Source: an optimization exercise on an open RTL-to-GDS flow (aim: small area and few clock cycles). Production flows keep margins and buffers that such runs may drop. In this exercise RTL edits were held to simulation tests only and were not proved equivalent to the original. No activity file was given, so power comes from the tool's default toggle rates.

## flow/design.v (module list and top-level ports; edited modules follow where they fit)
// module cv32e40p_clock_gate: 8 lines
// module cv32e41s_sffr: 18 lines
// module cv32e41s_sffs: 18 lines
// module cv32e41s_alert: 35 lines
// module cv32e41s_alignment_buffer: 396 lines
// module cv32e41s_alu: 171 lines
// module cv32e41s_alu_b_cpop: 12 lines
// module cv32e41s_b_decoder: 289 lines
// module cv32e41s_clic_int_controller: 74 lines
// module cv32e41s_compressed_decoder: 284 lines
// module cv32e41s_controller: 161 lines
// module cv32e41s_controller_bypass: 160 lines
// module cv32e41s_controller_fsm: 771 lines
// module cv32e41s_cs_registers: 2767 lines
// module cv32e41s_csr: 70 lines
// module cv32e41s_data_obi_interface: 78 lines
// module cv32e41s_debug_triggers: 337 lines
// module cv32e41s_decoder: 190 lines
// module cv32e41s_div: 171 lines
// module cv32e41s_dummy_instr: 103 lines
// module cv32e41s_ex_stage: 282 lines
// module cv32e41s_ff_one: 52 lines
// module cv32e41s_i_decoder: 303 lines
// module cv32e41s_id_stage: 441 lines
// module cv32e41s_if_stage: 413 lines
// module cv32e41s_incore: 807 lines
// module cv32e41s_instr_obi_interface: 122 lines
// module cv32e41s_int_controller: 56 lines
// module cv32e41s_lfsr: 39 lines
// module cv32e41s_load_store_unit: 480 lines
// module cv32e41s_lsu_response_filter: 95 lines
// module cv32e41s_m_decoder: 87 lines
// module cv32e41s_mpu_test: 210 lines
// module cv32e41s_mpu_test_data: 210 lines
// module cv32e41s_mult: 134 lines
// module cv32e41s_obi_integrity_fifo: 104 lines
// module cv32e41s_pc_check: 125 lines
// module cv32e41s_pc_target: 30 lines
// module cv32e41s_pma: 63 lines
// module cv32e41s_pmp: 189 lines
// module cv32e41s_pmp_walker_64: 238 lines
// module cv32e41s_prefetch_unit: 100 lines
// module cv32e41s_prefetcher: 82 lines
// module cv32e41s_rchk_check: 22 lines
// module cv32e41s_register_file: 74 lines
// module cv32e41s_register_file_ecc: 42 lines
// module cv32e41s_register_file_wrapper: 46 lines
// module cv32e41s_sequencer: 278 lines
// module cv32e41s_sleep_unit: 44 lines
// module cv32e41s_wb_stage: 80 lines
// module cv32e41s_wpt: 85 lines
// module cv32e41s_write_buffer: 63 lines
// module cv32e41s_xpmp: 143 lines
module cv32e41s_incore 
#(
  parameter                             LIB                                     = 0,
  parameter logic RV32                                    = RV32I,
  parameter logic [1:0] B_EXT                                   = B_NONE,
  parameter logic [1:0] M_EXT                                   = M,
  parameter bit                         DEBUG                                   = 1,
  parameter logic [31:0]                DM_REGION_START                         = 32'hF0000000,
  parameter logic [31:0]                DM_REGION_END                           = 32'hF0003FFF,
  parameter int                         DBG_NUM_TRIGGERS                        = 1,
  parameter int                         PMA_NUM_REGIONS                         = 0,
  parameter logic [PMA_NUM_REGIONS*68-1:0]                   PMA_CFG            = '0,
  parameter bit                         CLIC                                    = 0,
  parameter int unsigned                CLIC_ID_WIDTH                           = 5,
  parameter int unsigned                CLIC_INTTHRESHBITS                      = 8,
  parameter int unsigned                PMP_GRANULARITY                         = 0,
  parameter int                         PMP_NUM_REGIONS                         = 0,
  parameter logic [PMP_NUM_REGIONS*8-1:0]                   PMP_PMPNCFG_RV     = '0,
  parameter logic [PMP_NUM_REGIONS*32-1:0]                PMP_PMPADDR_RV     = '0,
  // ...
==> flow/run.sh <==
#!/bin/bash
# synth_recipe.tcl (not shown) runs the flow's synth.tcl, then flattens the netlist and writes it again
# the make line also repeats each setting of config.mk as NAME=value (left out here)
make -C /OpenROAD-flow-scripts/flow DESIGN_CONFIG=/design/flow/config.mk WORK_HOME=/design/flow/orfs CLKGATE_MAP_FILE= SYNTH_SCRIPT=/design/flow/synth_recipe.tcl finish
==> flow/config.mk <==
export PLATFORM = sky130hd
export DESIGN_NAME = cv32e41s_incore
export DESIGN_NICKNAME = cv32e41s_incore
export VERILOG_FILES = /design/flow/design.v
export SDC_FILE = /design/flow/constraint.sdc
export NUM_CORES = 8
export LEC_CHECK = 0
export CAP_MARGIN = 25
export CORE_MARGIN = 2
export CORE_UTILIZATION = 40
export CTS_BUF_LIST = sky130_fd_sc_hd__clkbuf_4 sky130_fd_sc_hd__clkbuf_8
export CTS_CLUSTER_SIZE = 30
export SLEW_MARGIN = 25
==> flow/constraint.sdc <==
create_clock -name core_clock -period 20.0 [get_ports {clk_i}]
set_input_delay 4.0000 -clock core_clock [delete_from_list [all_inputs] [get_ports {clk_i}]]
set_output_delay 4.0000 -clock core_clock [all_outputs]
set_load 0.01 [all_outputs]
==> results.cfg, run 1 <==
[run_status]
outcome = finished clean

[floorplanning]
fp-row-count = 248
coreArea_um2 = 456000

[layout]
fillers = 43526
sh_seq_area = 0.339
buffers = 1154
multi_input_area_share = 0.514
largest-register = register_file_wrapper_i.register_file_i.mem_q
drive_above_1_share = 0.154
clock_area_frac = 0.0485
antenna_cells = 52
nNetsFinal = 20203
area_growth_pct = 12.3

[yosys]
ys_seq_area_frac = 0.380
synth_top_area_frac = 0.211
synth.area.top_cells = dfrtp_1 21%, edfxtp_1 16%, mux4_2 7.3%

[setup_path]
crit_cells = 30
cpMaxStageDelayCell = dfrtp_4
worstSetupStartpoint = if_stage_i.if_id_pipe_o[151]$_DFFE_PN0P_
cpPeakStageDelay_ns = 0.94
r2r_cells = 29

[global_route]
top_usage_layer = met2
grt_use_total = 0.386
grt_use_met2 = 0.546

[power_and_ir_drop]
combPwrFrac = 0.572
power.group.top = combinational logic
seqPwrFrac = 0.248

[routing]
drc = 0
wl_met2_um = 378000
wl_met1_um = 356000

[sta]
fin_hold_ws_ns = 0.456
period_share = 0.840
min_period_ns = 16.81
rsz0062_at_grt = no
worstMarginPinSlew_ns = 1.28

[min_path]
min_to = ex_stage_i.ex_wb_pipe_o[11]$_DFFE_PN0P_

[place]
hpwl_um = 678000
place_inst = 24503

[cts]
post_cts_buffers = 0
clk_pin_slew_ns = 0.06

[run]
cap_violations = 0
Testbench counts, summed over its fixed seeds: cycles 1,166,485.
==> inputs of run 2 (changes only) <==
==> flow/config.mk (replaced) <==
export PLATFORM = sky130hd
export DESIGN_NAME = cv32e41s_incore
export DESIGN_NICKNAME = cv32e41s_incore
export VERILOG_FILES = /design/flow/design.v
export SDC_FILE = /design/flow/constraint.sdc
export NUM_CORES = 8
export LEC_CHECK = 0
export CAP_MARGIN = 35
export CORE_MARGIN = 2
export CORE_UTILIZATION = 40
export SLEW_MARGIN = 35
==> results.cfg, run 2 <==
[yosys]
syn-cell-area_um2 = 183000
yosys_warnings = 347
synth_edf_count = 992
synthCells = 18865
synth_top_area_frac = 0.211
yosysUniqueCellTypes = 116
synth_common_cells = 1729 x nand2_1, 1581 x a21oi_1, 1541 x dfrtp_1
synth_top_family_by_area = compound AO/OA/AOI/OAI gates
synthXorXnorAreaFrac = 0.0367
synth.area.mux_share = 0.147
synth.area.top_cells = dfrtp_1 21%, edfxtp_1 16%, mux4_2 7.3%
yosysMostFrequentCell = nand2_1
async_flop_share = 0.616
synth-compound-area-share = 0.196
ys_seq_area_frac = 0.380
avgSynthCellArea_um2 = 9.70
synth_ff_type = dfrtp_1
ys_seq_elements = 2581
yosys.area.top_type = dfrtp_1
yosys.area_share.adder = 0.0666
synth-simple-area-share = 0.122

[floorplanning]
fp-row-count = 248
dieArea_um2 = 463000
coreArea_um2 = 456000
die_h_um = 680
start_util = 0.401
die_w_um = 680
ios = 747

[layout]
register_area_um2 = 69700
area_growth_pct = 12.6
nNetsFinal = 20064
largest-register = register_file_wrapper_i.register_file_i.mem_q
mostFrequentLayoutCell = nand2_1
fillers = 43265
final_cell_mix = 1714 x nand2_1, 1531 x a21oi_1, 1518 x dfrtp_1, 1477 x o21ai_0, 1308 x nor2_1
largest_reg_flops = 992
drive_above_1_share = 0.142
multi_input_area_um2 = 106000
reg_top3 = register_file_wrapper_i.register_file_i.mem_q x992, id_stage_i.id_ex_pipe_o x273, ex_stage_i.ex_wb_pipe_o x139

[global_route]
grt_pass1_vias = 154899
grt_pass1_wl_um = 1260000
grt_max_degree = 159
grt_use_total = 0.386
overflow = 0
antenna_found_initial = 88

[power_and_ir_drop]
ir_drop_mv = 0.231
total_power_mw = 31.0
combPwrFrac = 0.568
powerDensity_nw_per_um2 = 150
seqPwrFrac = 0.245
p_leak_nw = 79.3
p_int_mw = 15.5
clkPwrFrac = 0.186
p_sw_mw = 15.5
swShare = 0.501

[cts]
root_buffer = clkbuf_16
worst_skew_pair.late_latency_ns = 1.00
cts_hold_buf = 0
clock_path_buffers = 4
cts.sinks = 2581
h-tree-depth = 5
post_cts_resized = 0
post_cts_buffers = 0
cts_tree = done
clk_pin_slew_ns = 0.06
cts_buffers = 300

[sta]
drv_slew = 0
min_period_ns = 16.40
finClkSkew_ns = 0.106
max_clock_freq_mhz = 61.0
final-setup-viol-count = 0
fin_tns_setup_ns = 0
hold_viol_final = 0
worstMarginPinSlew_ns = 1.21
rsz0062_at_grt = no
max_slew_margin = 0.188
period_share = 0.820

[routing]
drt_iter0_markers = 27583
post_drt_wl_per_cell_um = 36.8
drc = 0
wirelength_um = 924000
dr_total_vias = 169511
via_per_inst = 6.75
ant_nets = 0
drt-pass1-iter-count = 13

[setup_path]
worstReg2RegStart = if_stage_i.if_id_pipe_o[151]$_DFFE_PN0P_
cpPeakStageDelay_ns = 0.93
start_kind = flop
cp.required_ns = 16.00
worstSetupStartpoint = if_stage_i.if_id_pipe_o[151]$_DFFE_PN0P_
crit_arrival_ns = 12.40
path_max_fanout = 53
path_class = flop to output port
cpMaxStageDelayCell = dfrtp_4
rrSetupSlack_ns = 7.83
crit_path_end_kind = output port

[place]
port_buffers = 496
place_congestion = 1.10
hpwl_um = 678000

[min_path]
hold_class = flop to flop

[run]
cap_violations = 0

[run_status]
outcome = finished clean
## run 2: power by group through the flow
| stage | Combinational, mW | Clock, mW | Sequential [mW] |
|---|---|---|---|
| 2_1_floorplan | 9.68 | 0 | 6.75 |
| 3_3_place_gp | 16.7 | 0 | 7.56 |
| 3_5_place_dp | 16.8 | 0 | 7.58 |
| 4_1_cts | 16.9 | 5.80 | 7.48 |
| 5_1_grt | 18.1 | 6.00 | 7.57 |
| 6_report | 17.6 | 5.77 | 7.61 |
## run 2: final timing paths
path	cells past startpoint	end
max in group asynchronous	6	ex_stage_i.div.div_i.quotient_q[25]$_DFFE_PN0P_
hold / removal	2	flop
min in group asynchronous	1	cs_registers_i.mhpmcounter_blk[185]$_DFFE_PN0P_
hold reg to reg	2	flop
setup / recovery	30	instr_req_o
setup reg to reg	29	flop
## run 2: per-layer routing
layer | vias up | track usage | wire length, um
met4 | 30 | 0.254 | 73800
met3 | 2331 | 0.102 | 113000
li1 | 70078 | - | -
met5 | - | 0 | 245
met2 | 11982 | 0.547 | 382000
met1 | 85090 | 0.516 | 355000
## run 2: kinds of logic (layout without fill, tap and decap cells)
kind of cell | after synthesis | after routing
buf+inv | 2239 | 2356
flops | 2581 | 2581
mux | 1875 | 1875
fa+ha+maj | 812 | 812
compound gates | 5703 | 5703
other cells | 2 | 124
xor+xnor | 761 | 761
simple gates | 4892 | 4892
## run 2: area by class of cell
class | count | share of cell area
inverter | 654 | 0.0119
timing repair buffer | 1164 | 0.0499
multi-input combinational | 14117 | 0.514
antenna | 50 | 0.000607
tap | 6000 | 0.0364
clock buffer | 411 | 0.0411
clock inverter | 127 | 0.00763
sequential | 2581 | 0.338
## run 2: critical path, delay by kind of cell, from the launching register on
kind	cells	cell delay, ns
AO/OA/AOI/OAI	14	5.38
flip-flops	1	0.93
AND/OR/NAND/NOR	6	1.39
multiplexers	3	1.07
adder cells (fa/ha/maj)	2	0.46
buffers and inverters	5	2.10
## run 2: per-stage QoR
step                cell area, um2  utilization  cells  worst slack (ns)  hold slack [ns]
detailed placement          195000        0.429  24503              4.43            0.467
global route                206000        0.452  25058              3.39            0.485
floorplan                   183000            -  18937              6.90            0.430
finish                      206000        0.452  25104              3.60            0.479
CTS                         206000        0.451  25041              3.79            0.482
global placement            195000        0.428  24491              4.59            0.459

## re-timing with driven ports
The results above use ideal ports. As a check the final layouts listed here were re-extracted and re-timed, cells and wires unchanged.
Step 1 (the two cells are an assumption about what drives the block):
set clk [get_ports {clk_i}]
set_driving_cell -lib_cell sky130_fd_sc_hd__clkbuf_16 $clk
set_driving_cell -lib_cell sky130_fd_sc_hd__buf_2 [delete_from_list [all_inputs] $clk]
Step 2 adds t to the input delays and takes it off the output delays; t is the mean of the earliest and latest rising clock arrival at the registers after step 1. Input paths then give back, and output paths get back, about the clock's delay inside the block.
Slacks: no drivers / after step 1 / after step 2; pairs: no drivers / after step 1.
| run | t (ns) | slack for setup (ns) | clock arrival spread, ns |
|---|---|---|---|
| run 1 | 1.353 | 3.193 / 3.061 / 3.844 | 0.145 / 0.145 |
| run 2 | 1.079 | 3.598 / 3.464 / 3.935 | 0.107 / 0.107 |
After both steps every run listed still meets setup and hold.
